This is an optimization exercise on Yosys and OpenROAD, whose aim is small area, not a production implementation.
The RTL was checked by simulation tests, not by an equivalence proof against the original design.
Power and IR drop assume default switching activity.

==> flow/design.v <==
module nxt(
  input left,
  input right,
  input up,
  input down,
  input [15:0] SW,
  input [5:0] pl,
  input [5:0] pr,
  input [5:0] pu,
  input [5:0] pd,
  input [7:0] sp,
  input [2:0] cnt,
  input [2:0] sel,
  input [3:0] j,
  input sign,
  input [13:0] i,
  input [3:0] k,
  input started,
  input bell,
  output [5:0] pl_n,
  output [5:0] pr_n,
  output [5:0] pu_n,
  output [5:0] pd_n,
  output [7:0] sp_n,
  output [2:0] cnt_n,
  output [2:0] sel_n,
  output [3:0] j_n,
  output sign_n,
  output [13:0] i_n,
  output [3:0] k_n,
  output started_n,
  output bell_n,
  output [6:0] segment,
  output [15:0] LED
);
  wire new_n170, new_n171, new_n172, new_n173, new_n174, new_n180, new_n182, new_n183, new_n184, new_n185, new_n186, new_n192, new_n194, new_n195, new_n196, new_n197, new_n198, new_n204, new_n206, new_n207, new_n208, new_n209, new_n210, new_n216, new_n218, new_n219, new_n220, new_n221, new_n222, new_n224, new_n225, new_n226, new_n227, new_n228, new_n229, new_n230, new_n231, new_n232, new_n233, new_n234, new_n235, new_n237, new_n238, new_n239, new_n240, new_n241, new_n242, new_n243, new_n245, new_n246, new_n247, new_n248, new_n250, new_n251, new_n252, new_n253, new_n254, new_n255, new_n256, new_n257, new_n259, new_n260, new_n261, new_n262, new_n264, new_n265, new_n266, new_n268, new_n269, new_n270, new_n271, new_n272, new_n277, new_n278, new_n279, new_n280, new_n282, new_n283, new_n284, new_n287, new_n288, new_n289, new_n290, new_n291, new_n292, new_n293, new_n294, new_n295, new_n297, new_n298, new_n299, new_n301, new_n303, new_n305, new_n306, new_n307, new_n309, new_n310, new_n311, new_n312, new_n313, new_n314, new_n315, new_n316, new_n317, new_n318, new_n319, new_n320, new_n321, new_n322, new_n323, new_n324, new_n325, new_n326, new_n327, new_n328, new_n329, new_n330, new_n331, new_n332, new_n333, new_n334, new_n335, new_n336, new_n337, new_n338, new_n339, new_n340, new_n341, new_n342, new_n343, new_n344, new_n345, new_n346, new_n347, new_n348, new_n349, new_n350, new_n351, new_n352, new_n353, new_n354, new_n355, new_n356, new_n357, new_n358, new_n359, new_n360, new_n361, new_n362, new_n363, new_n364, new_n365, new_n366, new_n367, new_n368, new_n369, new_n370, new_n371, new_n372, new_n373, new_n374, new_n375, new_n376, new_n377, new_n378, new_n379, new_n380, new_n381, new_n382, new_n383, new_n384, new_n385, new_n386, new_n387, new_n388, new_n389, new_n390, new_n391, new_n392, new_n393, new_n394, new_n395, new_n396, new_n397, new_n398, new_n399, new_n400, new_n401, new_n402, new_n403, new_n404, new_n405, new_n406, new_n407, new_n408, new_n409, new_n410, new_n411, new_n412, new_n413, new_n414, new_n415, new_n416, new_n417, new_n418, new_n419, new_n420, new_n421, new_n422, new_n423, new_n424, new_n425, new_n426, new_n427, new_n428, new_n429, new_n430, new_n431, new_n432, new_n433, new_n434, new_n435, new_n436, new_n437, new_n438, new_n439, new_n440, new_n441, new_n442, new_n443, new_n444, new_n445, new_n446, new_n447, new_n448, new_n449, new_n450, new_n451, new_n452, new_n453, new_n454, new_n455, new_n456, new_n457, new_n458, new_n459, new_n460, new_n461, new_n462, new_n463, new_n464, new_n465, new_n466, new_n467, new_n468, new_n469, new_n470, new_n471, new_n472, new_n473, new_n474, new_n475, new_n476, new_n477, new_n478, new_n479, new_n480, new_n481, new_n482, new_n483, new_n484, new_n485, new_n486, new_n487, new_n488, new_n489, new_n490, new_n491, new_n492, new_n493, new_n494, new_n495, new_n496, new_n497, new_n498, new_n499, new_n500, new_n501, new_n502, new_n503, new_n504, new_n505, new_n506, new_n507, new_n508, new_n509, new_n510, new_n511, new_n512, new_n513, new_n514, new_n515, new_n516, new_n517, new_n518, new_n519, new_n520, new_n521, new_n522, new_n523, new_n524, new_n525, new_n526, new_n527, new_n528, new_n529, new_n530, new_n531, new_n532, new_n533, new_n534, new_n535, new_n536, new_n537, new_n538, new_n539, new_n540, new_n541, new_n542, new_n543, new_n544, new_n545, new_n546, new_n547, new_n548, new_n549, new_n550, new_n551, new_n552, new_n553, new_n554, new_n555, new_n556, new_n557, new_n558, new_n559, new_n560, new_n561, new_n562, new_n563, new_n564, new_n565, new_n566, new_n567, new_n568, new_n569, new_n570, new_n571, new_n572, new_n573, new_n574, new_n575, new_n576, new_n577, new_n578, new_n579, new_n580, new_n581, new_n582, new_n583, new_n584, new_n585, new_n586, new_n587, new_n588, new_n589, new_n590, new_n591, new_n592, new_n593, new_n594, new_n595, new_n596, new_n597, new_n598, new_n599, new_n600, new_n601, new_n602, new_n603, new_n604, new_n605, new_n606, new_n607, new_n608, new_n609, new_n610, new_n611, new_n612, new_n613, new_n614, new_n615, new_n616, new_n617, new_n618, new_n619, new_n621, new_n622, new_n623, new_n624, new_n626, new_n627, new_n629, new_n630, new_n631, new_n633, new_n634, new_n635, new_n637, new_n638, new_n640, new_n641, new_n642, new_n644, new_n645, new_n647, new_n648, new_n649, new_n651, new_n652, new_n653, new_n655, new_n656, new_n658, new_n659, new_n660, new_n662, new_n663, new_n665, new_n666, new_n668, new_n669, new_n670, new_n672, new_n673, new_n674, new_n675, new_n676, new_n678, new_n679, new_n680, new_n681, new_n683, new_n684, new_n685, new_n688, new_n689, new_n690, new_n691, new_n692, new_n693, new_n694, new_n695, new_n696, new_n697, new_n698, new_n699, new_n700, new_n701, new_n702, new_n703, new_n704, new_n705, new_n706, new_n707, new_n708, new_n709, new_n710, new_n711, new_n712, new_n713, new_n714, new_n715, new_n716, new_n717, new_n718, new_n719, new_n720, new_n721, new_n722, new_n723, new_n724, new_n725, new_n726, new_n727, new_n728, new_n730, new_n731, new_n732, new_n733, new_n734, new_n735, new_n736, new_n737, new_n738, new_n739, new_n740, new_n741, new_n742, new_n743, new_n744, new_n745, new_n746, new_n747, new_n748, new_n749, new_n750, new_n751, new_n752, new_n753, new_n754, new_n755, new_n756, new_n757, new_n758, new_n759, new_n760, new_n761, new_n762, new_n763, new_n764, new_n765, new_n766, new_n767, new_n768, new_n769, new_n770, new_n771, new_n772, new_n773, new_n774, new_n775, new_n776, new_n777, new_n778, new_n779, new_n780, new_n781, new_n782, new_n783, new_n784, new_n785, new_n786, new_n787, new_n788, new_n789, new_n790, new_n791, new_n792, new_n793, new_n794, new_n795, new_n796, new_n797, new_n798, new_n799, new_n800, new_n801, new_n802, new_n803, new_n804, new_n805, new_n806, new_n807, new_n809, new_n810, new_n811, new_n812, new_n813, new_n816, new_n818, new_n820, new_n823, new_n824, new_n826, new_n828, new_n830, new_n835, new_n840;
  assign new_n170 = (~pl[3]);
  assign new_n171 = (~pl[5]);
  assign new_n172 = (~pl[4]&~new_n170&~new_n171);
  assign new_n173 = (~new_n172) | (~pl[2]);
  assign new_n174 = (~pl[4]&~new_n170) | (~new_n171);
  assign pl_n[0] = (~new_n173&~left) | (~new_n174&~left);
  assign pl_n[1] = (~left&~pl[0]);
  assign pl_n[2] = (~left&~pl[1]);
  assign pl_n[3] = (~left&~pl[2]);
  assign pl_n[4] = (~left&~pl[3]);
  assign new_n180 = (~pl[4]);
  assign pl_n[5] = (~left&~new_n180);
  assign new_n182 = (~pr[3]);
  assign new_n183 = (~pr[5]);
  assign new_n184 = (~pr[4]&~new_n182&~new_n183);
  assign new_n185 = (~new_n184) | (~pr[2]);
  assign new_n186 = (~pr[4]&~new_n182) | (~new_n183);
  assign pr_n[0] = (~new_n185&~right) | (~new_n186&~right);
  assign pr_n[1] = (~right&~pr[0]);
  assign pr_n[2] = (~right&~pr[1]);
  assign pr_n[3] = (~right&~pr[2]);
  assign pr_n[4] = (~right&~pr[3]);
  assign new_n192 = (~pr[4]);
  assign pr_n[5] = (~right&~new_n192);
  assign new_n194 = (~pu[3]);
  assign new_n195 = (~pu[5]);
  assign new_n196 = (~pu[4]&~new_n194&~new_n195);
  assign new_n197 = (~new_n196) | (~pu[2]);
  assign new_n198 = (~pu[4]&~new_n194) | (~new_n195);
  assign pu_n[0] = (~new_n197&~up) | (~new_n198&~up);
  assign pu_n[1] = (~up&~pu[0]);
  assign pu_n[2] = (~up&~pu[1]);
  assign pu_n[3] = (~up&~pu[2]);
  assign pu_n[4] = (~up&~pu[3]);
  assign new_n204 = (~pu[4]);
  assign pu_n[5] = (~up&~new_n204);
  assign new_n206 = (~pd[3]);
  assign new_n207 = (~pd[5]);
  assign new_n208 = (~pd[4]&~new_n206&~new_n207);
  assign new_n209 = (~new_n208) | (~pd[2]);
  assign new_n210 = (~pd[4]&~new_n206) | (~new_n207);
  assign pd_n[0] = (~new_n209&~down) | (~new_n210&~down);
  assign pd_n[1] = (~down&~pd[0]);
  assign pd_n[2] = (~down&~pd[1]);
  assign pd_n[3] = (~down&~pd[2]);
  assign pd_n[4] = (~down&~pd[3]);
  assign new_n216 = (~pd[4]);
  assign pd_n[5] = (~down&~new_n216);
  assign new_n218 = (~pl[0]&~pl[2]);
  assign new_n219 = (~new_n172) | (~new_n218);
  assign new_n220 = (~pr[0]&~pr[2]);
  assign new_n221 = (~new_n184) | (~new_n220);
  assign new_n222 = (~new_n219) | (~new_n221);
  assign sp_n[0] = (sp[0]&~new_n222) | (~sp[0]&new_n222);
  assign new_n224 = (~sp[1]);
  assign new_n225 = (~sp[0]);
  assign new_n226 = (~pd[0]&~pd[2]);
  assign new_n227 = (~new_n221) | (~new_n208) | (~new_n226);
  assign new_n228 = (~new_n227) | (~new_n219);
  assign new_n229 = (~new_n228);
  assign new_n230 = (~new_n222) | (~sp[0]);
  assign new_n231 = (~new_n208) | (~new_n226);
  assign new_n232 = (~pu[0]&~pu[2]);
  assign new_n233 = (~new_n221) | (~new_n231) | (~new_n196) | (~new_n232);
  assign new_n234 = (~new_n229) | (~new_n230) | (~new_n233);
  assign new_n235 = (~new_n225&~new_n219) | (~new_n234);
  assign sp_n[1] = (new_n224&~new_n235) | (~new_n224&new_n235);
  assign new_n237 = (~sp[1]&~new_n228) | (~new_n234);
  assign new_n238 = (~sp[1]&~new_n235);
  assign new_n239 = (~new_n229&~new_n238);
  assign new_n240 = (~new_n237&~new_n239);
  assign new_n241 = (~sp[2]);
  assign new_n242 = (~new_n240) | (~new_n241);
  assign new_n243 = (~new_n237&~new_n239) | (~sp[2]);
  assign sp_n[2] = (~new_n242) | (~new_n243);
  assign new_n245 = (~sp[3]);
  assign new_n246 = (~new_n233) | (~new_n219);
  assign new_n247 = (new_n245&~new_n246) | (~new_n245&new_n246);
  assign new_n248 = (~new_n229&~new_n238) | (~new_n242);
  assign sp_n[3] = (~new_n247&~new_n248) | (new_n247&new_n248);
  assign new_n250 = (~sp[4]);
  assign new_n251 = (~new_n250&~new_n229);
  assign new_n252 = (~new_n251);
  assign new_n253 = (~new_n229) | (~new_n250);
  assign new_n254 = (~new_n252) | (~new_n253);
  assign new_n255 = (~new_n248) | (~new_n247);
  assign new_n256 = (~new_n246) | (~new_n245);
  assign new_n257 = (~new_n255) | (~new_n256);
  assign sp_n[4] = (~new_n254&~new_n257) | (new_n254&new_n257);
  assign new_n259 = (~sp[5]);
  assign new_n260 = (~new_n255&~new_n253) | (~new_n256&~new_n253);
  assign new_n261 = (~new_n252&~new_n257);
  assign new_n262 = (~new_n260&~new_n261);
  assign sp_n[5] = (new_n259&~new_n262) | (~new_n259&new_n262);
  assign new_n264 = (~new_n261) | (~sp[5]);
  assign new_n265 = (~new_n260) | (~new_n259);
  assign new_n266 = (~new_n264) | (~new_n265);
  assign sp_n[6] = (sp[6]&~new_n266) | (~sp[6]&new_n266);
  assign new_n268 = (~sp[7]);
  assign new_n269 = (~sp[6]&~new_n259);
  assign new_n270 = (~sp[6]);
  assign new_n271 = (~sp[5]&~new_n270);
  assign new_n272 = (~new_n269&~new_n271) | (~new_n266);
  assign sp_n[7] = (new_n268&~new_n272) | (~new_n268&new_n272);
  assign cnt_n[0] = (~cnt[2]);
  assign cnt_n[1] = (cnt[0]);
  assign cnt_n[2] = (cnt[1]);
  assign new_n277 = (~cnt[0]);
  assign new_n278 = (~new_n277&~sel[0]) | (~cnt[1]&~sel[0]);
  assign new_n279 = (~new_n277) | (~cnt[1]) | (~sel[0]);
  assign new_n280 = (~new_n279);
  assign sel_n[0] = (~new_n278&~new_n280);
  assign new_n282 = (~sel[1]);
  assign new_n283 = (~new_n282&~new_n279);
  assign new_n284 = (~sel[1]&~new_n280);
  assign sel_n[1] = (~new_n283&~new_n284);
  assign sel_n[2] = (sel[2]&~new_n283) | (~sel[2]&new_n283);
  assign new_n287 = (~SW[4]&~SW[5]&~SW[6]&~SW[7]);
  assign new_n288 = (~SW[0]&~SW[1]&~SW[2]&~SW[3]);
  assign new_n289 = (~SW[12]&~SW[13]&~SW[14]&~SW[15]);
  assign new_n290 = (~SW[8]&~SW[9]&~SW[10]&~SW[11]);
  assign new_n291 = (~new_n287) | (~new_n288) | (~new_n289) | (~new_n290);
  assign new_n292 = (~new_n291) | (~j[0]);
  assign new_n293 = (~new_n292);
  assign new_n294 = (~new_n291) | (~j[1]) | (~j[3]);
  assign new_n295 = (~j[0]&~new_n291) | (~new_n294);
  assign j_n[0] = (~new_n293&~new_n295);
  assign new_n297 = (~j[1]&~new_n293) | (~new_n294);
  assign new_n298 = (~new_n293) | (~j[1]);
  assign new_n299 = (~new_n298);
  assign j_n[1] = (~new_n297&~new_n299);
  assign new_n301 = (~j[2]&~new_n299) | (~new_n294);
  assign j_n[2] = (~j[2]&~new_n301) | (~new_n299&~new_n301);
  assign new_n303 = (~new_n299&~j[3]) | (~j[2]&~j[3]);
  assign j_n[3] = (~j[1]&~new_n303) | (~j[3]&~new_n303) | (~new_n291&~new_n303);
  assign new_n305 = (~sign&~new_n294);
  assign new_n306 = (~new_n305);
  assign new_n307 = (~new_n294) | (~sign);
  assign sign_n = (~new_n306) | (~new_n307);
  assign new_n309 = (~i[0]);
  assign new_n310 = (~new_n309&~new_n306);
  assign new_n311 = (~i[13]);
  assign new_n312 = (~new_n269);
  assign new_n313 = (~sp[7]&~new_n312);
  assign new_n314 = (~new_n313);
  assign new_n315 = (~sp[1]&~new_n241);
  assign new_n316 = (~new_n315);
  assign new_n317 = (~new_n245&~new_n250);
  assign new_n318 = (~new_n317);
  assign new_n319 = (~new_n316&~new_n318);
  assign new_n320 = (~new_n319);
  assign new_n321 = (~new_n314&~new_n320);
  assign new_n322 = (~new_n250&~new_n314);
  assign new_n323 = (~i[12]);
  assign new_n324 = (~sp[0]&~new_n224);
  assign new_n325 = (~new_n324);
  assign new_n326 = (~new_n241&~new_n245);
  assign new_n327 = (~new_n326);
  assign new_n328 = (~new_n325&~new_n327);
  assign new_n329 = (new_n322&new_n323&new_n328) | (new_n311&new_n321);
  assign new_n330 = (~sp[2]&~new_n225);
  assign new_n331 = (~sp[2]&~new_n224);
  assign new_n332 = (~new_n245&~new_n331);
  assign new_n333 = (~new_n332);
  assign new_n334 = (~new_n330&~new_n333);
  assign new_n335 = (~new_n334);
  assign new_n336 = (~new_n250&~new_n335);
  assign new_n337 = (~new_n225&~new_n224);
  assign new_n338 = (~new_n241&~new_n337);
  assign new_n339 = (~new_n338&~new_n314);
  assign new_n340 = (~i[11]);
  assign new_n341 = (~new_n336&~new_n340) | (~new_n339&~new_n340);
  assign new_n342 = (~new_n322&~new_n323) | (~new_n328&~new_n323);
  assign new_n343 = (~new_n322);
  assign new_n344 = (~i[11]&~new_n335&~new_n338&~new_n343);
  assign new_n345 = (~sp[5]&~new_n336);
  assign new_n346 = (~new_n345);
  assign new_n347 = (~sp[6]&~sp[7]);
  assign new_n348 = (~sp[0]&~sp[1]);
  assign new_n349 = (~sp[2]&~sp[3]&~new_n348);
  assign new_n350 = (~sp[1]&~sp[2]);
  assign new_n351 = (~new_n245&~new_n350&~new_n330);
  assign new_n352 = (~new_n337&~new_n327) | (~sp[5]);
  assign new_n353 = (~sp[4]&~new_n352);
  assign new_n354 = (~new_n353);
  assign new_n355 = (~new_n315&~new_n349&~new_n351) | (~sp[5]) | (~new_n354);
  assign new_n356 = (~new_n346) | (~new_n347) | (~new_n355);
  assign new_n357 = (~i[8]&~new_n356);
  assign new_n358 = (~new_n357);
  assign new_n359 = (~new_n225&~new_n241);
  assign new_n360 = (~sp[3]&~new_n325);
  assign new_n361 = (~new_n360);
  assign new_n362 = (~sp[3]&~new_n331);
  assign new_n363 = (~sp[0]&~sp[2]);
  assign new_n364 = (~new_n363&~new_n324);
  assign new_n365 = (~new_n362) | (~new_n364);
  assign new_n366 = (~new_n361) | (~new_n365);
  assign new_n367 = (~new_n366);
  assign new_n368 = (~new_n250&~new_n319);
  assign new_n369 = (~new_n359&~new_n367) | (~new_n368);
  assign new_n370 = (~new_n348);
  assign new_n371 = (~new_n241&~new_n370);
  assign new_n372 = (~new_n371);
  assign new_n373 = (~new_n245&~new_n338);
  assign new_n374 = (~sp[4]&~new_n373);
  assign new_n375 = (~sp[3]&~new_n372) | (~new_n374);
  assign new_n376 = (~new_n369) | (~sp[5]) | (~new_n375);
  assign new_n377 = (~sp[3]&~new_n315);
  assign new_n378 = (~new_n250&~new_n377);
  assign new_n379 = (~sp[7]&~new_n259);
  assign new_n380 = (~new_n378&~new_n347) | (~new_n379&~new_n347);
  assign new_n381 = (~new_n346&~new_n380) | (~new_n376&~new_n380) | (~new_n270&~new_n380);
  assign new_n382 = (~i[7]);
  assign new_n383 = (~new_n381) | (~new_n382);
  assign new_n384 = (~new_n358) | (~new_n383);
  assign new_n385 = (~i[2]);
  assign new_n386 = (~sp[1]&~new_n225);
  assign new_n387 = (~new_n386);
  assign new_n388 = (~new_n241&~new_n387) | (~sp[4]);
  assign new_n389 = (~new_n331);
  assign new_n390 = (~new_n386&~new_n333);
  assign new_n391 = (~new_n390) | (~new_n325);
  assign new_n392 = (~new_n316&~sp[3]) | (~new_n389&~sp[3]);
  assign new_n393 = (~new_n392);
  assign new_n394 = (~new_n391) | (~new_n393);
  assign new_n395 = (~new_n349&~new_n394) | (~new_n225&~new_n389);
  assign new_n396 = (~new_n395) | (~new_n370);
  assign new_n397 = (~new_n224&~new_n363);
  assign new_n398 = (~new_n359&~new_n397);
  assign new_n399 = (~new_n393) | (~new_n361);
  assign new_n400 = (~sp[4]&~new_n399);
  assign new_n401 = (~new_n245&~new_n398) | (~new_n400);
  assign new_n402 = (~new_n388&~new_n396) | (~new_n401);
  assign new_n403 = (~sp[2]&~sp[3]);
  assign new_n404 = (~sp[4]&~new_n403);
  assign new_n405 = (~sp[3]&~new_n338);
  assign new_n406 = (~new_n405);
  assign new_n407 = (~new_n333&~new_n371) | (~new_n406);
  assign new_n408 = (~new_n333&~new_n407) | (~new_n333&~new_n368) | (~new_n404&~new_n407) | (~new_n404&~new_n368);
  assign new_n409 = (~sp[7]&~new_n270);
  assign new_n410 = (~sp[5]&~new_n408) | (~new_n409);
  assign new_n411 = (~new_n402&~new_n410) | (~sp[5]&~new_n410);
  assign new_n412 = (~new_n397);
  assign new_n413 = (~new_n241&~new_n348&~new_n337);
  assign new_n414 = (~new_n413&~new_n367) | (~new_n245&~new_n412);
  assign new_n415 = (~new_n363&~new_n359);
  assign new_n416 = (~new_n415);
  assign new_n417 = (~sp[4]&~new_n416&~new_n392) | (~new_n259);
  assign new_n418 = (~new_n414&~new_n417) | (~sp[4]&~new_n417);
  assign new_n419 = (~new_n250&~new_n405);
  assign new_n420 = (~new_n335) | (~new_n419);
  assign new_n421 = (~new_n327&~sp[4]) | (~new_n224&~sp[4]);
  assign new_n422 = (~new_n362);
  assign new_n423 = (~new_n422) | (~new_n250);
  assign new_n424 = (~new_n225&~new_n423) | (~new_n330&~new_n421);
  assign new_n425 = (~new_n420) | (~sp[5]) | (~new_n424);
  assign new_n426 = (~new_n425) | (~new_n347);
  assign new_n427 = (~new_n377);
  assign new_n428 = (~new_n250&~new_n427);
  assign new_n429 = (~sp[4]&~new_n334);
  assign new_n430 = (~sp[5]&~new_n317&~new_n429);
  assign new_n431 = (~sp[6]&~new_n430);
  assign new_n432 = (~new_n352&~new_n428&~new_n349) | (~new_n431);
  assign new_n433 = (~sp[4]&~new_n332);
  assign new_n434 = (~new_n433);
  assign new_n435 = (~new_n270&~new_n434);
  assign new_n436 = (~sp[5]&~new_n419);
  assign new_n437 = (~new_n436);
  assign new_n438 = (~new_n271&~new_n435) | (~new_n437);
  assign new_n439 = (~new_n241&~new_n318);
  assign new_n440 = (~new_n439) | (~sp[6]);
  assign new_n441 = (~new_n432) | (~new_n438) | (~new_n440);
  assign new_n442 = (~new_n441) | (~sp[7]);
  assign new_n443 = (~new_n418&~new_n426) | (~new_n442);
  assign new_n444 = (~new_n411&~new_n443);
  assign new_n445 = (~new_n385&~new_n444);
  assign new_n446 = (~sp[3]&~new_n398);
  assign new_n447 = (~new_n338&~new_n333);
  assign new_n448 = (~sp[4]&~new_n446&~new_n447);
  assign new_n449 = (~new_n250&~new_n413&~new_n422);
  assign new_n450 = (~new_n224&~new_n318) | (~new_n259);
  assign new_n451 = (~new_n416) | (~new_n245);
  assign new_n452 = (~new_n350&~new_n451);
  assign new_n453 = (~sp[2]&~new_n387);
  assign new_n454 = (~sp[2]&~new_n453) | (~new_n324&~new_n453);
  assign new_n455 = (~new_n359) | (~sp[1]);
  assign new_n456 = (~new_n454) | (~sp[3]) | (~new_n455);
  assign new_n457 = (~new_n456) | (~new_n365);
  assign new_n458 = (~new_n457);
  assign new_n459 = (~sp[2]&~new_n458);
  assign new_n460 = (~new_n429);
  assign new_n461 = (~new_n331&~new_n364);
  assign new_n462 = (~new_n245&~new_n359&~new_n461) | (~new_n404);
  assign new_n463 = (~new_n460) | (~new_n462);
  assign new_n464 = (~new_n224&~new_n415) | (~new_n463);
  assign new_n465 = (~sp[4]&~new_n351);
  assign new_n466 = (~new_n465);
  assign new_n467 = (~new_n464) | (~new_n466);
  assign new_n468 = (~new_n372) | (~new_n362) | (~new_n455);
  assign new_n469 = (~new_n467) | (~new_n468);
  assign new_n470 = (~new_n452&~new_n388&~new_n459) | (~sp[5]) | (~new_n469);
  assign new_n471 = (~new_n448&~new_n449&~new_n450) | (~new_n409) | (~new_n470);
  assign new_n472 = (~sp[0]&~new_n427) | (~new_n331&~new_n427);
  assign new_n473 = (~new_n374);
  assign new_n474 = (~new_n250&~new_n447&~new_n472) | (~new_n349&~new_n473);
  assign new_n475 = (~new_n474) | (~new_n269);
  assign new_n476 = (~new_n335) | (~new_n404);
  assign new_n477 = (~new_n315&~new_n362) | (~sp[4]);
  assign new_n478 = (~sp[5]&~sp[6]);
  assign new_n479 = (~new_n476&~new_n268) | (~new_n477&~new_n268) | (~new_n478&~new_n268);
  assign new_n480 = (~new_n351&~new_n434) | (~new_n436);
  assign new_n481 = (~new_n250&~new_n403&~new_n326);
  assign new_n482 = (~new_n481&~new_n433) | (~sp[5]);
  assign new_n483 = (~new_n480) | (~sp[6]) | (~new_n482);
  assign new_n484 = (~new_n475) | (~new_n479) | (~new_n483);
  assign new_n485 = (~new_n245&~new_n386);
  assign new_n486 = (~new_n485);
  assign new_n487 = (~new_n324&~new_n363&~new_n359&~new_n486);
  assign new_n488 = (~new_n250&~new_n386&~new_n350&~new_n487);
  assign new_n489 = (~new_n366) | (~new_n468);
  assign new_n490 = (~sp[2]&~new_n397) | (~sp[3]);
  assign new_n491 = (~new_n489&~sp[4]) | (~new_n490&~sp[4]);
  assign new_n492 = (~new_n259) | (~new_n268);
  assign new_n493 = (~sp[6]&~new_n492);
  assign new_n494 = (~new_n488&~new_n491) | (~new_n493);
  assign new_n495 = (~sp[4]&~new_n314);
  assign new_n496 = (~new_n360&~new_n390);
  assign new_n497 = (~new_n455) | (~sp[3]);
  assign new_n498 = (~new_n497&~new_n343) | (~new_n372&~new_n343);
  assign new_n499 = (~new_n495&~new_n498) | (~new_n496&~new_n498);
  assign new_n500 = (~new_n471) | (~new_n484) | (~new_n494) | (~new_n499);
  assign new_n501 = (~new_n224&~new_n415);
  assign new_n502 = (~new_n501) | (~new_n481);
  assign new_n503 = (~new_n502);
  assign new_n504 = (~new_n250&~new_n350&~new_n447&~new_n503);
  assign new_n505 = (new_n456&new_n250&new_n451);
  assign new_n506 = (~new_n359);
  assign new_n507 = (~new_n506&~new_n250) | (~new_n485&~new_n250);
  assign new_n508 = (~new_n507);
  assign new_n509 = (~new_n508&~new_n452) | (~new_n259);
  assign new_n510 = (~new_n350&~new_n330);
  assign new_n511 = (~new_n510&~sp[3]) | (~new_n387&~sp[3]);
  assign new_n512 = (~new_n464&~new_n511) | (~new_n466&~new_n511);
  assign new_n513 = (~new_n259&~new_n504&~new_n505) | (~new_n509&~new_n512);
  assign new_n514 = (~new_n513) | (~new_n409);
  assign new_n515 = (~sp[4]&~new_n407);
  assign new_n516 = (~new_n259&~new_n270);
  assign new_n517 = (~sp[2]&~new_n250) | (~new_n516);
  assign new_n518 = (~new_n423&~new_n487) | (~new_n420);
  assign new_n519 = (~new_n518&~new_n268) | (~new_n271&~new_n268);
  assign new_n520 = (~new_n390&~new_n250) | (~new_n316&~new_n250);
  assign new_n521 = (~new_n520);
  assign new_n522 = (~new_n399&~new_n521) | (~new_n462);
  assign new_n523 = (~new_n522) | (~new_n478);
  assign new_n524 = (~new_n368);
  assign new_n525 = (~new_n486&~new_n328&~new_n524) | (~new_n412&~new_n328&~new_n524);
  assign new_n526 = (~new_n312&~new_n525);
  assign new_n527 = (~new_n507&~new_n395) | (~new_n526);
  assign new_n528 = (~new_n515&~new_n517) | (~new_n519) | (~new_n523) | (~new_n527);
  assign new_n529 = (~new_n359&~new_n367) | (~new_n465);
  assign new_n530 = (~new_n457) | (~sp[4]);
  assign new_n531 = (~new_n314&~new_n503);
  assign new_n532 = (new_n324&~sp[0]) | (new_n324&~new_n362) | (new_n490&~sp[0]) | (new_n490&~new_n362);
  assign new_n533 = (~new_n532) | (~new_n250);
  assign new_n534 = (~new_n529&~new_n531) | (~new_n529&~new_n533) | (~new_n493&~new_n531) | (~new_n530&~new_n531) | (~new_n493&~new_n533) | (~new_n530&~new_n533);
  assign new_n535 = (~new_n514&~i[0]) | (~new_n528&~i[0]) | (~new_n534&~i[0]);
  assign new_n536 = (~i[1]);
  assign new_n537 = (new_n500&new_n535) | (new_n500&new_n536) | (new_n535&new_n536);
  assign new_n538 = (~new_n516);
  assign new_n539 = (~new_n524&~new_n538) | (~new_n326&~new_n538);
  assign new_n540 = (~new_n428);
  assign new_n541 = (~new_n271);
  assign new_n542 = (~new_n541&~new_n320);
  assign new_n543 = (~new_n539&~sp[7]&~new_n542&~new_n435) | (~new_n540&~sp[7]&~new_n542&~new_n435);
  assign new_n544 = (~new_n373&~new_n452) | (~new_n465);
  assign new_n545 = (~new_n250&~new_n461) | (~new_n269) | (~new_n544);
  assign new_n546 = (~new_n391&~new_n250) | (~new_n393&~new_n250);
  assign new_n547 = (~new_n515&~new_n546) | (~new_n478);
  assign new_n548 = (~new_n270&~new_n439) | (~new_n541);
  assign new_n549 = (~new_n312&~new_n353) | (~sp[7]);
  assign new_n550 = (~new_n548&~new_n549);
  assign new_n551 = (~new_n543&~new_n550) | (~new_n545&~new_n550) | (~new_n547&~new_n550);
  assign new_n552 = (new_n551&i[4]);
  assign new_n553 = (~i[3]);
  assign new_n554 = (~new_n431) | (~sp[4]) | (~new_n352);
  assign new_n555 = (~new_n437&~new_n268) | (~new_n548&~new_n268);
  assign new_n556 = (~new_n458&~new_n464);
  assign new_n557 = (~new_n312&~new_n556);
  assign new_n558 = (~sp[0]&~new_n427) | (~new_n350&~new_n497) | (~sp[4]);
  assign new_n559 = (~new_n406&~sp[4]) | (~new_n327&~sp[4]);
  assign new_n560 = (~new_n472&~new_n521);
  assign new_n561 = (~new_n538&~new_n559&~new_n560);
  assign new_n562 = (~new_n557&~new_n561) | (~new_n558&~new_n561);
  assign new_n563 = (~new_n405&~new_n524) | (~new_n409);
  assign new_n564 = (~new_n333&~new_n413) | (~new_n400);
  assign new_n565 = (~new_n511&~new_n508) | (~new_n347) | (~new_n564);
  assign new_n566 = (~new_n433&~new_n563) | (~new_n259&~sp[7]) | (~new_n565);
  assign new_n567 = (~new_n354&~new_n562) | (~new_n354&~new_n566) | (~new_n554&~new_n562) | (~new_n555&~new_n562) | (~new_n554&~new_n566) | (~new_n555&~new_n566);
  assign new_n568 = (~new_n553&~new_n567);
  assign new_n569 = (~new_n552&~new_n568);
  assign new_n570 = (~new_n537) | (~new_n569);
  assign new_n571 = (~new_n567) | (~new_n553);
  assign new_n572 = (~new_n444) | (~new_n385);
  assign new_n573 = (~new_n571) | (~new_n572);
  assign new_n574 = (~i[4]&~new_n551);
  assign new_n575 = (~new_n569&~new_n574) | (~new_n573&~new_n574);
  assign new_n576 = (~new_n445&~new_n570) | (~new_n575);
  assign new_n577 = (~i[5]);
  assign new_n578 = (~new_n378);
  assign new_n579 = (~new_n461);
  assign new_n580 = (~new_n579&~new_n245) | (~new_n506&~new_n245);
  assign new_n581 = (~new_n463) | (~new_n406);
  assign new_n582 = (~new_n578&~new_n580) | (~new_n581);
  assign new_n583 = (~new_n516&~new_n542) | (~new_n578&~new_n542);
  assign new_n584 = (~new_n422&~new_n413) | (~new_n501&~new_n486) | (~new_n495);
  assign new_n585 = (~new_n583) | (~new_n584) | (~new_n549);
  assign new_n586 = (~new_n531&~new_n582&~new_n585) | (~new_n531&~new_n493&~new_n585) | (~new_n525&~new_n582&~new_n585) | (~new_n525&~new_n493&~new_n585);
  assign new_n587 = (~new_n586);
  assign new_n588 = (~new_n577&~new_n587);
  assign new_n589 = (~new_n588);
  assign new_n590 = (~new_n576) | (~new_n589);
  assign new_n591 = (~new_n587) | (~new_n577);
  assign new_n592 = (~new_n345&~new_n380) | (~new_n462&~new_n380) | (~new_n460&~new_n380);
  assign new_n593 = (~new_n372) | (~new_n362);
  assign new_n594 = (~new_n391&~sp[4]) | (~new_n593&~sp[4]);
  assign new_n595 = (~new_n225&~new_n540) | (~new_n318&~new_n454);
  assign new_n596 = (~new_n594&~new_n595) | (~new_n269);
  assign new_n597 = (~new_n592) | (~new_n596);
  assign new_n598 = (~new_n597) | (~new_n549);
  assign new_n599 = (~new_n598);
  assign new_n600 = (~i[6]);
  assign new_n601 = (~new_n599) | (~new_n600);
  assign new_n602 = (~new_n382&~new_n381);
  assign new_n603 = (~new_n600&~new_n599);
  assign new_n604 = (~new_n590&~new_n602&~new_n603) | (~new_n591&~new_n602&~new_n603) | (~new_n601&~new_n602&~new_n603);
  assign new_n605 = (~new_n356) | (~i[8]);
  assign new_n606 = (~new_n324&~new_n453&~new_n578) | (~new_n313) | (~new_n354);
  assign new_n607 = (~new_n606) | (~i[9]);
  assign new_n608 = (~new_n384&~new_n604) | (~new_n605) | (~new_n607);
  assign new_n609 = (~i[10]&~new_n461&~new_n314&~new_n578);
  assign new_n610 = (~i[9]&~new_n606);
  assign new_n611 = (~new_n609&~new_n610);
  assign new_n612 = (~i[10]);
  assign new_n613 = (~new_n579&~new_n612) | (~new_n313&~new_n612) | (~new_n378&~new_n612);
  assign new_n614 = (~new_n608&~new_n613) | (~new_n611&~new_n613);
  assign new_n615 = (~new_n344&~new_n614);
  assign new_n616 = (~new_n341&~new_n342&~new_n615);
  assign new_n617 = (~new_n329&~new_n616) | (~new_n311&~new_n321);
  assign new_n618 = (~new_n306&~new_n617);
  assign new_n619 = (~i[0]&~new_n618);
  assign i_n[0] = (~new_n310&~new_n619);
  assign new_n621 = (~new_n310) | (~i[1]);
  assign new_n622 = (~new_n621);
  assign new_n623 = (~new_n617) | (~new_n305);
  assign new_n624 = (~i[1]&~new_n310) | (~new_n623);
  assign i_n[1] = (~new_n622&~new_n624);
  assign new_n626 = (~new_n385&~new_n621);
  assign new_n627 = (~i[2]&~new_n622) | (~new_n623);
  assign i_n[2] = (~new_n626&~new_n627);
  assign new_n629 = (~new_n626) | (~i[3]);
  assign new_n630 = (~new_n629);
  assign new_n631 = (~i[3]&~new_n626) | (~new_n623);
  assign i_n[3] = (~new_n630&~new_n631);
  assign new_n633 = (~new_n630) | (~i[4]);
  assign new_n634 = (~new_n633);
  assign new_n635 = (~i[4]&~new_n630) | (~new_n623);
  assign i_n[4] = (~new_n634&~new_n635);
  assign new_n637 = (~new_n577&~new_n633);
  assign new_n638 = (~i[5]&~new_n634) | (~new_n623);
  assign i_n[5] = (~new_n637&~new_n638);
  assign new_n640 = (~new_n637) | (~i[6]);
  assign new_n641 = (~new_n640);
  assign new_n642 = (~i[6]&~new_n637) | (~new_n623);
  assign i_n[6] = (~new_n641&~new_n642);
  assign new_n644 = (~new_n382&~new_n640);
  assign new_n645 = (~i[7]&~new_n641) | (~new_n623);
  assign i_n[7] = (~new_n644&~new_n645);
  assign new_n647 = (~new_n644) | (~i[8]);
  assign new_n648 = (~new_n647);
  assign new_n649 = (~i[8]&~new_n644) | (~new_n623);
  assign i_n[8] = (~new_n648&~new_n649);
  assign new_n651 = (~new_n648) | (~i[9]);
  assign new_n652 = (~new_n651);
  assign new_n653 = (~i[9]&~new_n648) | (~new_n623);
  assign i_n[9] = (~new_n652&~new_n653);
  assign new_n655 = (~new_n612&~new_n651);
  assign new_n656 = (~i[10]&~new_n652) | (~new_n623);
  assign i_n[10] = (~new_n655&~new_n656);
  assign new_n658 = (~new_n655) | (~i[11]);
  assign new_n659 = (~new_n658);
  assign new_n660 = (~i[11]&~new_n655) | (~new_n623);
  assign i_n[11] = (~new_n659&~new_n660);
  assign new_n662 = (~new_n323&~new_n658);
  assign new_n663 = (~i[12]&~new_n659) | (~new_n623);
  assign i_n[12] = (~new_n662&~new_n663);
  assign new_n665 = (new_n311&~new_n662) | (~new_n311&new_n662);
  assign new_n666 = (~new_n623);
  assign i_n[13] = (~new_n665&~new_n666);
  assign new_n668 = (~k[0]);
  assign new_n669 = (~new_n668&~new_n623);
  assign new_n670 = (~k[0]&~new_n666);
  assign k_n[0] = (~new_n669&~new_n670);
  assign new_n672 = (~k[1]);
  assign new_n673 = (~new_n668&~new_n672);
  assign new_n674 = (~new_n673);
  assign new_n675 = (~new_n674&~new_n623);
  assign new_n676 = (~k[1]&~new_n669);
  assign k_n[1] = (~new_n675&~new_n676);
  assign new_n678 = (~k[2]&~new_n675);
  assign new_n679 = (~k[2]);
  assign new_n680 = (~new_n675);
  assign new_n681 = (~new_n679&~new_n680);
  assign k_n[2] = (~new_n678&~new_n681);
  assign new_n683 = (~k[3]&~new_n679);
  assign new_n684 = (~new_n683);
  assign new_n685 = (~k[3]);
  assign k_n[3] = (~new_n685&~new_n681) | (~new_n680&~new_n684);
  assign started_n = (started) | (new_n666);
  assign new_n688 = (~new_n602);
  assign new_n689 = (~new_n688&~new_n603) | (~new_n383&~new_n603);
  assign new_n690 = (~new_n358&~new_n602) | (~new_n605&~new_n602);
  assign new_n691 = (~new_n607);
  assign new_n692 = (~new_n610&~new_n691) | (~new_n605);
  assign new_n693 = (~new_n609&~new_n613) | (~new_n607);
  assign new_n694 = (~SW[5]&~k[1]&~new_n668);
  assign new_n695 = (~SW[4]&~k[0]&~k[1]);
  assign new_n696 = (~k[0]&~new_n672);
  assign new_n697 = (~new_n696);
  assign new_n698 = (~SW[7]&~new_n674) | (~SW[6]&~new_n697);
  assign new_n699 = (~new_n694&~new_n695&~new_n698);
  assign new_n700 = (~SW[9]&~k[1]&~new_n668);
  assign new_n701 = (~SW[8]&~k[0]&~k[1]);
  assign new_n702 = (~SW[11]&~new_n674) | (~SW[10]&~new_n697);
  assign new_n703 = (~k[2]&~new_n685);
  assign new_n704 = (~new_n700&~new_n701&~new_n702) | (~new_n703);
  assign new_n705 = (~SW[1]&~k[1]&~new_n668);
  assign new_n706 = (~SW[0]&~k[0]&~k[1]);
  assign new_n707 = (~SW[3]&~new_n674) | (~SW[2]&~new_n697);
  assign new_n708 = (~k[2]&~k[3]);
  assign new_n709 = (~new_n705&~new_n706&~new_n707) | (~new_n708);
  assign new_n710 = (~SW[13]&~k[1]&~new_n668);
  assign new_n711 = (~SW[12]&~k[0]&~k[1]);
  assign new_n712 = (~SW[15]&~new_n674) | (~SW[14]&~new_n697);
  assign new_n713 = (~new_n679&~new_n685);
  assign new_n714 = (~new_n710&~new_n711&~new_n712) | (~new_n713);
  assign new_n715 = (~new_n684&~new_n699) | (~new_n704) | (~new_n709) | (~new_n714);
  assign new_n716 = (~new_n715&~new_n329&~new_n341&~new_n344);
  assign new_n717 = (~new_n692) | (~new_n693) | (~new_n716);
  assign new_n718 = (~new_n568) | (~new_n552) | (~new_n445);
  assign new_n719 = (~new_n603);
  assign new_n720 = (~new_n719) | (~new_n601);
  assign new_n721 = (~new_n718&~new_n537) | (~new_n720);
  assign new_n722 = (~new_n445&~new_n571);
  assign new_n723 = (~new_n537&~new_n722) | (new_n575);
  assign new_n724 = (~new_n568) | (~new_n445);
  assign new_n725 = (~new_n720&~new_n724) | (~new_n720&~new_n574) | (~new_n589&~new_n724) | (~new_n589&~new_n574);
  assign new_n726 = (~new_n591&~new_n723) | (~new_n591&~new_n725) | (~new_n721&~new_n723) | (~new_n721&~new_n725);
  assign new_n727 = (~new_n689&~new_n690&~new_n717&~new_n726);
  assign new_n728 = (~new_n618) | (~new_n727);
  assign bell_n = (~bell&~new_n728) | (bell&new_n728);
  assign new_n730 = (~sp[5]) | (~sp[7]);
  assign new_n731 = (~new_n730) | (~sp[6]);
  assign new_n732 = (~new_n492&~new_n731) | (~sp[4]&~new_n731);
  assign new_n733 = (~sp[6]&~new_n730);
  assign new_n734 = (~new_n733&~new_n271&~new_n409);
  assign new_n735 = (~new_n732&~new_n734);
  assign new_n736 = (~new_n733&~new_n732);
  assign new_n737 = (~new_n250&~new_n736);
  assign new_n738 = (~new_n250&~new_n737) | (~new_n734&~new_n737);
  assign new_n739 = (~new_n738) | (~sp[3]);
  assign new_n740 = (~sp[4]&~sp[6]);
  assign new_n741 = (~new_n492&~new_n737) | (~new_n740&~new_n730);
  assign new_n742 = (~new_n739) | (~new_n741);
  assign new_n743 = (~new_n742);
  assign new_n744 = (~new_n735&~new_n743);
  assign new_n745 = (~new_n245&~new_n744);
  assign new_n746 = (~new_n744);
  assign new_n747 = (~sp[3]&~new_n746);
  assign new_n748 = (~new_n745&~new_n747);
  assign new_n749 = (~new_n748);
  assign new_n750 = (~new_n735);
  assign new_n751 = (~new_n738&~new_n745) | (~new_n739&~new_n750);
  assign new_n752 = (~new_n241&~new_n749) | (~new_n751);
  assign new_n753 = (~new_n738&~new_n750) | (~sp[3]&~new_n750);
  assign new_n754 = (~new_n741&~new_n753) | (~new_n742);
  assign new_n755 = (~new_n752) | (~new_n754);
  assign new_n756 = (~new_n755);
  assign new_n757 = (~new_n756) | (~new_n241);
  assign new_n758 = (~new_n755) | (~sp[2]);
  assign new_n759 = (~new_n757) | (~new_n758);
  assign new_n760 = (~new_n241&~new_n749);
  assign new_n761 = (~new_n754);
  assign new_n762 = (new_n758&new_n749) | (new_n760&new_n761);
  assign new_n763 = (~sp[1]&~new_n759) | (~new_n762);
  assign new_n764 = (~new_n760&~new_n761) | (~new_n751&~new_n761);
  assign new_n765 = (~new_n763) | (~new_n764);
  assign new_n766 = (~new_n765);
  assign new_n767 = (~new_n766) | (~sp[1]);
  assign new_n768 = (~new_n765) | (~new_n224);
  assign new_n769 = (~new_n767) | (~new_n768);
  assign new_n770 = (~sel[0]&~sel[1]&~sel[2]);
  assign new_n771 = (~new_n312) | (~sp[7]);
  assign new_n772 = (~new_n742&~new_n771) | (~new_n734&~new_n771);
  assign new_n773 = (~new_n772);
  assign new_n774 = (~sel[0]&~sel[2]);
  assign new_n775 = (~new_n774) | (~sel[1]);
  assign new_n776 = (~new_n742) | (~sp[7]) | (~new_n734);
  assign new_n777 = (~new_n733&~new_n732) | (~new_n773);
  assign new_n778 = (~new_n776&~new_n756) | (~new_n777);
  assign new_n779 = (~new_n756&~new_n778);
  assign new_n780 = (~new_n776);
  assign new_n781 = (~sp[7]&~new_n746) | (~new_n732&~new_n771);
  assign new_n782 = (~new_n756&~new_n777) | (~new_n781&~new_n777);
  assign new_n783 = (~new_n780&~new_n782);
  assign new_n784 = (~new_n755&~new_n783);
  assign new_n785 = (~sel[0]);
  assign new_n786 = (~sel[1]&~sel[2]&~new_n785);
  assign new_n787 = (~new_n779&~new_n784) | (~new_n786);
  assign new_n788 = (~new_n773&~new_n775) | (~new_n787);
  assign new_n789 = (~new_n769&~new_n788) | (~new_n770&~new_n788);
  assign new_n790 = (~new_n789);
  assign new_n791 = (~new_n770);
  assign new_n792 = (~new_n775&~new_n783) | (~new_n225&~new_n791);
  assign new_n793 = (~new_n786);
  assign new_n794 = (~new_n793&~new_n766);
  assign new_n795 = (~new_n792&~new_n794);
  assign new_n796 = (~new_n795);
  assign new_n797 = (~new_n796&~new_n790);
  assign new_n798 = (~new_n768) | (~new_n759);
  assign new_n799 = (~new_n764);
  assign new_n800 = (~new_n757) | (~new_n224) | (~new_n758) | (~new_n799);
  assign new_n801 = (~new_n798) | (~new_n800);
  assign new_n802 = (~new_n781&~new_n784);
  assign new_n803 = (~new_n756&~new_n802) | (~new_n780&~new_n802);
  assign new_n804 = (~new_n793&~new_n803);
  assign new_n805 = (~new_n770&~new_n804) | (~new_n801&~new_n804);
  assign new_n806 = (~new_n790&~new_n805) | (~new_n796&~new_n805);
  assign new_n807 = (~new_n806);
  assign segment[4] = (~new_n805&~new_n790) | (~new_n795);
  assign new_n809 = (~new_n793&~new_n782);
  assign new_n810 = (~sp[1]&~new_n762) | (~new_n799&~new_n762);
  assign new_n811 = (~new_n791&~new_n810);
  assign new_n812 = (~new_n778&~new_n811) | (~new_n778&~new_n763) | (~new_n809&~new_n811) | (~new_n809&~new_n763);
  assign new_n813 = (~new_n797&~new_n807) | (~segment[4]) | (~new_n812);
  assign segment[0] = (~new_n790&~new_n813);
  assign segment[1] = (~new_n797&~new_n807);
  assign new_n816 = (~new_n790) | (~new_n805);
  assign segment[2] = (~new_n796&~new_n816);
  assign new_n818 = (~new_n816);
  assign segment[3] = (~new_n818&~new_n813);
  assign new_n820 = (~new_n807) | (~new_n812);
  assign segment[5] = (~new_n797&~new_n820);
  assign segment[6] = (~new_n818&~new_n820);
  assign new_n823 = (~new_n672) | (~k[0]) | (~started);
  assign new_n824 = (~new_n708);
  assign LED[0] = (~new_n823&~new_n824);
  assign new_n826 = (~new_n696) | (~started);
  assign LED[1] = (~new_n824&~new_n826);
  assign new_n828 = (~new_n673) | (~started);
  assign LED[2] = (~new_n824&~new_n828);
  assign new_n830 = (~new_n668) | (~new_n672) | (~started);
  assign LED[3] = (~new_n830&~new_n684);
  assign LED[4] = (~new_n823&~new_n684);
  assign LED[5] = (~new_n826&~new_n684);
  assign LED[6] = (~new_n684&~new_n828);
  assign new_n835 = (~new_n703);
  assign LED[7] = (~new_n830&~new_n835);
  assign LED[8] = (~new_n823&~new_n835);
  assign LED[9] = (~new_n826&~new_n835);
  assign LED[10] = (~new_n835&~new_n828);
  assign new_n840 = (~new_n713);
  assign LED[11] = (~new_n830&~new_n840);
  assign LED[12] = (~new_n823&~new_n840);
  assign LED[13] = (~new_n826&~new_n840);
  assign LED[14] = (~new_n828&~new_n840);
  assign LED[15] = (~new_n830&~new_n824);
endmodule
module top(
	input clk,
	input rst_n,
	input left,
	input right,
	input up,
	input down,
	input [15:0] SW,
	output reg bell,
	output reg [2:0] sel,
	output [6:0] segment,
	output [15:0] LED
	);
	reg [5:0] pl, pr, pu, pd;    
	reg [7:0] sp;                
	reg [2:0] cnt;               
	reg [3:0] j;                 
	reg sign;
	reg [13:0] i;                
	reg [3:0] k;                 
	reg started;                 
	wire [5:0] pl_n, pr_n, pu_n, pd_n;
	wire [7:0] sp_n;
	wire [2:0] cnt_n, sel_n;
	wire [3:0] j_n, k_n;
	wire sign_n, started_n, bell_n;
	wire [13:0] i_n;
	nxt nxt1(
		.left(left), .right(right), .up(up), .down(down), .SW(SW),
		.pl(pl), .pr(pr), .pu(pu), .pd(pd), .sp(sp), .cnt(cnt), .sel(sel),
		.j(j), .sign(sign), .i(i), .k(k), .started(started), .bell(bell),
		.pl_n(pl_n), .pr_n(pr_n), .pu_n(pu_n), .pd_n(pd_n), .sp_n(sp_n),
		.cnt_n(cnt_n), .sel_n(sel_n), .j_n(j_n), .sign_n(sign_n), .i_n(i_n),
		.k_n(k_n), .started_n(started_n), .bell_n(bell_n),
		.segment(segment), .LED(LED));
	always @(posedge clk or negedge rst_n)
		if (~rst_n) begin
			pl <= 6'd0;
			pr <= 6'd0;
			pu <= 6'd0;
			pd <= 6'd0;
			sp <= 8'd0;
			cnt <= 3'd0;
			sel <= 3'd0;
			j <= 4'd0;
			sign <= 1'b0;
			i <= 14'd0;
			k <= 4'd0;
			started <= 1'b0;
			bell <= 1'b0;
		end else begin
			pl <= pl_n;
			pr <= pr_n;
			pu <= pu_n;
			pd <= pd_n;
			sp <= sp_n;
			cnt <= cnt_n;
			sel <= sel_n;
			j <= j_n;
			sign <= sign_n;
			i <= i_n;
			k <= k_n;
			started <= started_n;
			bell <= bell_n;
		end
endmodule
==> flow/flow/run.sh <==
#!/bin/bash
# Own layout flow: the standard ORFS flow (standard.sh) with
#  - synthesis through flow/synth_own.tcl (standard synthesis, stronger ABC script),
#  - port buffers of the smallest buffer cell (every port still gets one),
#  - CTS with small clock buffers and no dummy loads.
# Each tool's output goes to logs under orfs/logs (ORFS) and to own_*.log here.
set -euo pipefail
WORK=$(pwd)
sed "s#@WORK@#$WORK#g" flow/synth_own.tcl > own_synth.tcl
# standard.sh with our synthesis script and extra make variables
sed -e "s#SYNTH_SCRIPT=[^ ]*synth_recipe.tcl#SYNTH_SCRIPT=$WORK/own_synth.tcl#" \
    -e 's#"\${@:-finish}"#"BUFFER_PORTS_ARGS=-buffer_cell sky130_fd_sc_hd__buf_1" "CTS_ARGS=-sink_clustering_enable -repair_clock_nets -buf_list sky130_fd_sc_hd__clkbuf_8 -dont_use_dummy_load" "${@:-finish}"#' \
    standard.sh > own.sh
grep -q own_synth.tcl own.sh
grep -q BUFFER_PORTS_ARGS own.sh
bash own.sh > own_make.log 2>&1
==> flow/flow/abc_own.script <==
strash
&get -n
&dch
&nf -R 1000
&put
topo
==> flow/flow/synth_own.tcl <==
# The standard synthesis (synth_recipe.tcl), with one change: ABC maps the
# logic with flow/abc_own.script (area-oriented) instead of ORFS's script.
# Registers are mapped before ABC runs, so they are the standard synthesis's.
proc abc {args} {
  set i [lsearch -exact $args -script]
  if {$i >= 0} {
    lset args [expr {$i + 1}] "@WORK@/flow/abc_own.script"
  }
  yosys abc {*}$args
}
source @WORK@/synth_recipe.tcl
==> flow/standard.sh <==
#!/bin/bash
# synth_recipe.tcl (not shown) runs the flow's synth.tcl, then flattens the netlist and writes it again
# the make line also repeats each setting of config.mk as NAME=value (left out here)
make -C /OpenROAD-flow-scripts/flow DESIGN_CONFIG=/design/flow/config.mk WORK_HOME=/design/flow/orfs CLKGATE_MAP_FILE= SYNTH_SCRIPT=/design/flow/synth_recipe.tcl "${@:-finish}"
==> flow/config.mk <==
export PLATFORM = sky130hd
export DESIGN_NAME = top
export DESIGN_NICKNAME = top
export VERILOG_FILES = /design/flow/design.v
export SDC_FILE = /design/flow/constraint.sdc
export NUM_CORES = 4
export LEC_CHECK = 0
export ABC_AREA = 1
export CAP_MARGIN = 20
export CORE_MARGIN = 2
export CORE_UTILIZATION = 40
export SLEW_MARGIN = 20
==> flow/constraint.sdc <==
create_clock -name core_clock -period 70.0 [get_ports {clk}]
set_input_delay 14.0000 -clock core_clock [delete_from_list [all_inputs] [get_ports {clk}]]
set_output_delay 14.0000 -clock core_clock [all_outputs]
set_load 0.01 [all_outputs]
==> flow_results.org, run 1 <==
** Outcome
- The flow ran to the end and the layout has no timing, DRC or antenna violations.

** Worst setup path
- WS Path Type :: flop to output port
- Critical path's largest stage delay :: roughly 900 ps
- STA classifies the critical path startpoint as a flop.
- R2R setup slack :: ~64000 ps
- Counting stages on the worst path, the most repeated cell is nand2_1.
- Of all nets on the critical path, the largest fanout is 25.
- Worst Setup End Kind :: output port
- The critical path goes through nand2_1, and3_1, o31ai_1, nand2_1, nand2_1, nand2_1, ha_1, nand2_1, a21oi_1, clkinv_1, ha_1, o22ai_1, o21ai_0, nand2_1, ha_1, o32ai_1, nor2_1, nand2_1, nand2_1, a21boi_0, nand3b_1, nor2_1, buf_1.
- STA puts the critical path data arrival time at ~5400 ps.
- Data on the critical path is required at its endpoint by around 56000 ps.
- On the critical path, the stage with the largest delay is an instance of dfrtp_1.

** STA
- Final Skew :: 14.41 ps
- Total count of hold-check failures in the final report :: 0
- Post-route worst setup slack :: approximately 51000 ps
- Fin crit share :: around 28%
- The routed design could run at a clock period as short as roughly 19000 ps.
- Setup-failing EPs final :: 0
- Headroom to the max-slew limit came out at around two fifths.
- After routing, the total negative slack on setup checks comes to 0 ps.
- Based on the critical path, the design can be clocked at up to between 50 and 60 MHz.
- Pin slew with the least headroom to its limit :: slightly below 900 ps
- On the final layout, the worst hold slack is 386.6 ps.
- Setup repair after global routing left no endpoint under its margin.
- The total count of max-transition violations in the final report came to 0.

** Synth
- Sorting the synthesized cells by area gives the leading types as dfrtp_1, nor2_1, ha_1.
- Counting every instance in the synthesized netlist gives 623.
- Synthesized cell area :: around 0.0047 mm2
- Mean cell area of the mapped netlist :: 7.477 um2
- In this run the biggest area consumer among cell types represents 33.84% of the synthesized area.
- Flip-flop and latch count after synthesis :: between 60 and 70
- Among all flip-flop cells after synthesis, the most frequent one is dfrtp_1.
- Top cell type by total area after synthesis :: dfrtp_1
- The netlist uses 47 different library cells.
- Ranked by instance count, the synthesized netlist is headed by nor2_1, nand2_1, dfrtp_1.
- Synthesized net count :: around 670
- Share of flip-flops with an asynchronous set or reset :: 100.0%
- Number of synthesized flops with an enable pin :: 0
- Total number of yosys warnings :: 1
- By instance count, the leading cell after synthesis is nor2_1.
- The share of the Yosys chip area taken by registers is between 30% and 40%.

** Placement
- Timing analysis after detailed placement gives a worst setup slack of 51050 ps.
- HPWL Detailed :: between 10 and 15 mm
- Once placement finished, the instance area stood at about 0.005 mm2.
- At the end of routability-driven placement, the weighted congestion stood at approximately 1.0.
- Port buffering added between 40 and 50 buffers.

** Floorplan
- Die X-Extent :: 111.9 um
- In this run the count of I/O pins placed on the die edge is 49.
- The floorplan has 39 rows.
- From bottom edge to top edge, the die measures roughly 110 um.
- Area of the die :: 0.01253 mm2
- Area inside the core boundary :: 0.01137 mm2
- Effective utilization at floorplan :: around two fifths

** Clock tree
- CTS built an H-tree with a depth of 3.
- Resized cells post-CTS :: 0
- Post-CTS Hold Buffers :: 0
- Clock tree from TritonCTS :: built
- At the later pin of the worst-skew pair, clock insertion delay measures 340 ps.
- The number of clock buffers added by TritonCTS is 9.
- Clock-pin slew was measured on the worst setup and hold paths at 60 ps.
- Counting every sink on the clock net gives 63.
- Post-CTS setup buffer count :: 0
- Clock tree synthesis selected as its root buffer the cell clkbuf_8.
- Number of buffers between clock root and the deepest sink :: 2

** Power and ir drop
- Cell Int Power :: between 0.1 and 0.15 mW
- Leakage power figure :: roughly 2.2 nW
- Power density over cell area :: about 54 mW/mm2
- Proportion of power drawn by flip-flops and latches :: between 10% and 20%
- In this run the power spent charging and discharging nets is approximately 0.16 mW.
- The clock network accounts for about 8.3% of the total power.
- Across the VDD grid, the largest voltage drop is 0.00003577 V.
- Combinational logic is responsible for 72.2% of the overall power.
- Net switching is between 50% and 60% of the power.
- Total power for the finished layout comes to 0.2810 mW.

** Routing
- Detailed router's first-iteration violation count :: around 400
- Average wire per standard cell :: 17.56 um
- Drt first pass iters :: 5
- After detailed routing, the number of vias per cell comes to 6.069.
- Remaining routing DRC violations :: 0
- The routed layout has ~5000 vias.
- The routed design has ~15 mm of wire.
- Remaining antenna violation count after routing :: 0

** Hold path
- The worst hold path belongs to the class flop to flop.

** Final layout
- Compared with the post-synthesis result, the final layout area differs by 11.20%.
- The finished cells cover between 0.005 and 0.006 mm2.
- For this run, the post-layout net count is roughly 740.
- N_diodes :: 0
- The post-route netlist has under 10% of its cells at a drive strength greater than 1.
- Filler cell count :: approximately 1200

** Global route
- Largest net degree at the start of global routing :: 64
- The initial antenna violation count was 0.
- Vias in the first global route :: around 5000
- For this run the aggregate overflow at the end of global routing stands at 0.
- The first global-routing pass estimated approximately 24 mm of wire.
- Global routing used 23.90% of the available tracks.

** Job
- The tool flagged a number of max-cap violations equal to 0.
## power by group through the flow
| stage | registers, mW | logic [mW] | clock network (mW) |
|---|---|---|---|
| final | 0.0550 | 0.203 | 0.0233 |
| after global routing | 0.0558 | 0.224 | 0.0258 |
| after CTS | 0.0544 | 0.198 | 0.0243 |
| after detailed placement | 0.0549 | 0.197 | 0 |
| after global placement | 0.0545 | 0.198 | 0 |
| after floorplan | 0.0556 | 0.137 | 0 |
## routing by layer
layer  track usage (%)  up-vias  routed length [um]  part of all wire (%)
met4             11.44        0                 607                   4.2
met1             32.51     2336                6313                    43
met5                 0        -                   0                     0
li1                  -     2389                   -                     -
met3             2.885       59                1068                   7.3
met2             37.98      241                6553                    45
## layout make-up
| cell class | count | area (um2) | share of cell area (%) |
|---|---|---|---|
| tap | 143 | 178.9 | 3.454 |
| clock buffer | 9 | 123.9 | 2.391 |
| sequential | 63 | 1577 | 30.43 |
| timing repair buffer | 53 | 219.0 | 4.227 |
| inverter | 36 | 135.1 | 2.609 |
| multi-input combinational | 524 | 2947 | 56.88 |
## worst paths after layout
kind	from	to	depth (start not counted)
max	sp[5]$_DFF_PN0_	segment[3]	23
min	cnt[0]$_DFF_PN0_	cnt[1]$_DFF_PN0_	0
max reg2reg	sp[2]$_DFF_PN0_	k[0]$_DFF_PN0_	26
min reg2reg	cnt[0]$_DFF_PN0_	cnt[1]$_DFF_PN0_	0
max in group asynchronous	rst_n	pl[2]$_DFF_PN0_	2
min in group asynchronous	rst_n	i[13]$_DFF_PN0_	2
## cells by family (layout without fill, tap and decap cells)
group,count (synthesis),in the layout,synth area share [%]
and+or+nand+nor,300,300,28.85
AOI/OAI and AO/OA,185,185,24.79
DFF,63,63,33.84
buffers and inverters,36,98,2.901
adders and majority gates,26,26,7.145
xor gates and xnor gates,12,12,2.256
muxes,1,1,0.2149
## placed cells by master (no fill, tap or decap), drive strengths merged, types with 19 or more instances in the layout
master | synthesis | routed
nor2 | 115 | 115
nand2 | 73 | 73
dfrtp | 63 | 63
a21oi | 56 | 56
buf | 0 | 52
o21ai | 37 | 37
clkinv | 36 | 36
nor3 | 32 | 32
ha | 25 | 25
nand3 | 21 | 21
o22ai | 19 | 19
## sequential cells by signal, indices dropped and copies added (netlist names), 4 cells and up
name / count
j: 4
pd: 6
pl: 6
k: 4
i: 14
pu: 6
pr: 6
sp: 8
## stage by stage
stage / instances / utilization, %
after floorplan: 623 / -
after global placement: 819 / 44.47
after detailed placement: 819 / 44.47
after CTS: 828 / 45.56
after global routing: 828 / 45.56
final: 828 / 45.56
## worst max-delay path, delay by kind of cell (launching register included)
| family | cells | cell delay (ps) |
|---|---|---|
| AO/OA/AOI/OAI | 6 | 1440 |
| adder cells (fa/ha/maj) | 3 | 790 |
| buffers and inverters | 2 | 370 |
| flip-flops | 1 | 890 |
| AND/OR/NAND/NOR | 12 | 1620 |
==> run 2: changes to the inputs <==
--- a/flow/flow/run.sh
+++ b/flow/flow/run.sh
@@ -10,5 +10,5 @@
 # standard.sh with our synthesis script and extra make variables
 sed -e "s#SYNTH_SCRIPT=[^ ]*synth_recipe.tcl#SYNTH_SCRIPT=$WORK/own_synth.tcl#" \
-    -e 's#"\${@:-finish}"#"BUFFER_PORTS_ARGS=-buffer_cell sky130_fd_sc_hd__buf_1" "CTS_ARGS=-sink_clustering_enable -repair_clock_nets -buf_list sky130_fd_sc_hd__clkbuf_8 -dont_use_dummy_load" "${@:-finish}"#' \
+    -e 's#"\${@:-finish}"#"BUFFER_PORTS_ARGS=-buffer_cell sky130_fd_sc_hd__buf_1" "CTS_ARGS=-sink_clustering_enable -repair_clock_nets -buf_list sky130_fd_sc_hd__clkbuf_4 -dont_use_dummy_load" "${@:-finish}"#' \
     standard.sh > own.sh
 grep -q own_synth.tcl own.sh
==> run 2 against run 1 <==
Effect of this change:
- sequential share of layout area up 0.33 points
- global-route usage about the same
- combinational power about the same
- synthesized cell count unchanged
- design area down 1.1%
==> flow_results.org, run 2 <==
** Final layout
- N_diodes :: 0 (unchanged)
- Area growth, synth to finish :: 9.992%
- Post-Layout Cell Count :: 828 (unchanged)
- The library cells used most frequently in the layout, excluding fill and tap cells, are nor2_1, nand2_1, dfrtp_1, a21oi_1, buf_1.
- Max FFs per register :: 14 (unchanged)
- Register with the most flip-flops :: i
- The library cell used most frequently in the layout, excluding fill and tap cells, is nor2_1.
- The number of nets in the layout came to 735 (unchanged).
- Regs by FF count :: i: 14 flops, sp: 8 flops

** Synth
- The synthesized net count came to 671 (unchanged).
- Commonest register cell after synthesis :: dfrtp_1
- The commonest cells after synthesis are nor2_1, nand2_1, dfrtp_1.
- The count of flip-flops with a built-in enable after synthesis is 0 (unchanged).
- The post-synthesis register bit count is 63 (unchanged).
- dfrtp_1 takes more of the synthesized area than any other cell.
- In the post-synthesis netlist, the biggest area contributors are dfrtp_1, nor2_1, ha_1.
- Cell count after synthesis :: 623 (unchanged)
- The average size of a mapped cell is 7.477 um2 (unchanged).
- The area share of the leading cell type in the synthesized netlist is 33.84% (unchanged).

** Placement
- Cell count after placement :: 819 (unchanged)
- The routability-driven placement congestion ratio was 1.001 (unchanged).
- Total placed instance area :: 0.005056 mm2 (unchanged)
- The half-perimeter wire length after placement came to 10.86 mm (unchanged).

** Power and ir drop
- Clock power share :: 6.2% (-2.1 points)
- The net switching component of the power is 0.1603 mW (-0.18%).
- Proportion of power drawn by flip-flops and latches :: 20.0% (+0.4 points)
- The combinational power share came to 73.8% (+1.6 points).

** Clock tree
- The number of clock buffers inserted by TritonCTS came to 9 (unchanged).
- The H-tree level count is 3 (unchanged).
- Resized cells post-CTS :: 0 (unchanged)
- The tree is rooted in a clkbuf_4.
- The count of hold-fix buffers inserted at cts came to 0 (unchanged).
- The number of sinks driven by the clock tree was 63 (unchanged).
- TritonCTS built the clock tree.
- Clock latency of the later-clocked register in the worst-skew pair :: 410 ps (+70 ps)

** STA
- Setup repair after global routing missed its margin :: no
- Setup-failing EPs final :: 0 (unchanged)
- The worst hold slack across all endpoints is 394.2 ps (+7.606 ps).
- Sum Neg Setup Slack :: 0 ps (unchanged)
- The transition time of the tightest slew-check pin was 883.5 ps (+13.58 ps).
- Slew margin rel. :: 40.88% (-0.91 points)
- The final cycle utilization of the critical path came to 27.84% (+0.081 points).
- The post-layout minimum cycle time came to 19490 ps (+57.00 ps).

** Global route
- Initial antenna violation count :: 0 (unchanged)
- The number of global-route vias before repair came to 4890 (+0.041%).
- The global router's overall resource usage came to 23.92% (about the same).
- Residual overflow from global routing :: 0 (unchanged)
- The global-route wire length before repair was 24.27 mm (+0.20%).

** Hold path
- Worst hold path stage count :: 0 (unchanged)
- The worst hold path begins at cnt[0]$_DFF_PN0_.
- The worst hold path belongs to the class flop to flop.
- End point of the worst hold path :: cnt[1]$_DFF_PN0_

** Floorplan
- The initial cell density of the core came to 40.97% (unchanged).
- Area inside the core boundary :: 0.01137 mm2 (unchanged)
- The number of rows created at floorplan came to 39 (unchanged).
- The full die area was 0.01253 mm2 (unchanged).
- Die X-Extent :: 111.9 um (unchanged)
- The die height was 111.9 um (unchanged).

** Routing
- The remaining routing DRC violations was 0 (unchanged).
- The via count of the routed design was 5089 (+1.3%).
- The number of violations reported at the end of detailed-routing iteration 0 is 382 (-4.0%).
- Average wire per standard cell :: 17.66 um (+0.56%)
- The via-per-instance ratio is 6.146 (+1.3%).

** Worst setup path
- The critical path starts at sp[5]$_DFF_PN0_.
- The required arrival time at the worst endpoint came to 56000 ps (about the same).
- Launch instance of the worst register-to-register path :: sp[2]$_DFF_PN0_
- The logic depth of the worst register-to-register path is 26 (unchanged).
- Most used cell along the critical path :: nand2_1
- Maximum fanout along the worst path :: 25 (unchanged)

** Outcome
- The flow ran to the end and the layout has no timing, DRC or antenna violations.

** Job
- Max-capacitance violation count :: 0 (unchanged)
## run 2: changes by cell type in the layout (fill, tap and decap cells not counted)
cell / change
clkbuf_8: -9
clkbuf_4: +9
## run 2: worst max path at each step
stage / end / slack (ps)
final: segment[3] / 50510
after global routing: segment[3] / 50040
after CTS: segment[3] / 50580
after detailed placement: segment[3] / 51050
after global placement: segment[3] / 51260
after floorplan: segment[3] / 51280
## run 2: final cells by class
class / instances / area, um2
clock buffers: 9 / 67.56
fillers: 1189 / 6246
inverters: 36 / 135.1
multi-input cells: 524 / 2947
flip-flops and latches: 63 / 1577
well taps: 143 / 178.9
repair buffers: 53 / 219.0
## run 2: metrics by stage
step	setup WS (ps)	power (mW)
finish	50510	0.2752
global route	50040	0.2993
CTS	50580	0.2702
detailed placement	51050	0.2517
global placement	51260	0.2527
floorplan	51280	0.1924
## run 2: power by group through the flow
stage | combinational, mW | sequential, mW | clock, mW
floorplan | 0.137 | 0.0556 | 0
global placement | 0.198 | 0.0545 | 0
detailed placement | 0.197 | 0.0549 | 0
CTS | 0.198 | 0.0543 | 0.0181
global route | 0.224 | 0.0558 | 0.0197
finish | 0.203 | 0.0550 | 0.0171
## run 2: kinds of logic after synthesis
family / synth area share (%)
AO/OA/AOI/OAI: 24.79
XOR/XNOR: 2.256
adder cells (fa/ha/maj): 7.145
buffers and inverters: 2.901
flip-flops: 33.84
multiplexers: 0.2149
AND/OR/NAND/NOR: 28.85
## run 2: worst max-delay path, delay by kind of cell (launching register included)
family	cells	cell delay, ps
AND/OR/NAND/NOR	12	1610
flip-flops	1	890
buffers and inverters	2	360
AO/OA/AOI/OAI	6	1430
adder cells (fa/ha/maj)	3	780
## run 2: per-layer routing
| metal | track usage, % | up-vias | share of wire [%] |
|---|---|---|---|
| met2 | 38.02 | 256 | 45 |
| met1 | 32.53 | 2385 | 43 |
| met4 | 10.21 | 0 | 3.8 |
| met5 | 0 | - | 0 |
| li1 | - | 2390 | - |
| met3 | 3.702 | 58 | 8.0 |

## port drivers added, routing unchanged
In the flow no input, the clock included, has a driving cell. The finished layouts below were timed again as built, in two steps. Step 1 (the two cells are an assumption about what drives the block):
set clk [get_ports {clk}]
set_driving_cell -lib_cell sky130_fd_sc_hd__clkbuf_16 $clk
set_driving_cell -lib_cell sky130_fd_sc_hd__buf_2 [delete_from_list [all_inputs] $clk]
Step 2 adds t to the input delays and takes it off the output delays; t is the mean of the earliest and latest rising clock arrival at the registers after step 1. Input paths then give back, and output paths get back, about the clock's delay inside the block. a / b / c = ideal ports / drivers / drivers and shift; a / b = the first two.
run	t, ns	setup WS [ns]	hold slack, ns	worst data-port slew with drivers (ns)	pins driven straight from the clock port
run 1	0.363	50.569 / 50.538 / 50.901	0.387 / 0.387 / 0.387	0.04	1
run 2	0.419	50.512 / 50.483 / 50.903	0.394 / 0.394 / 0.394	0.04	1
After both steps every run listed still meets setup and hold.
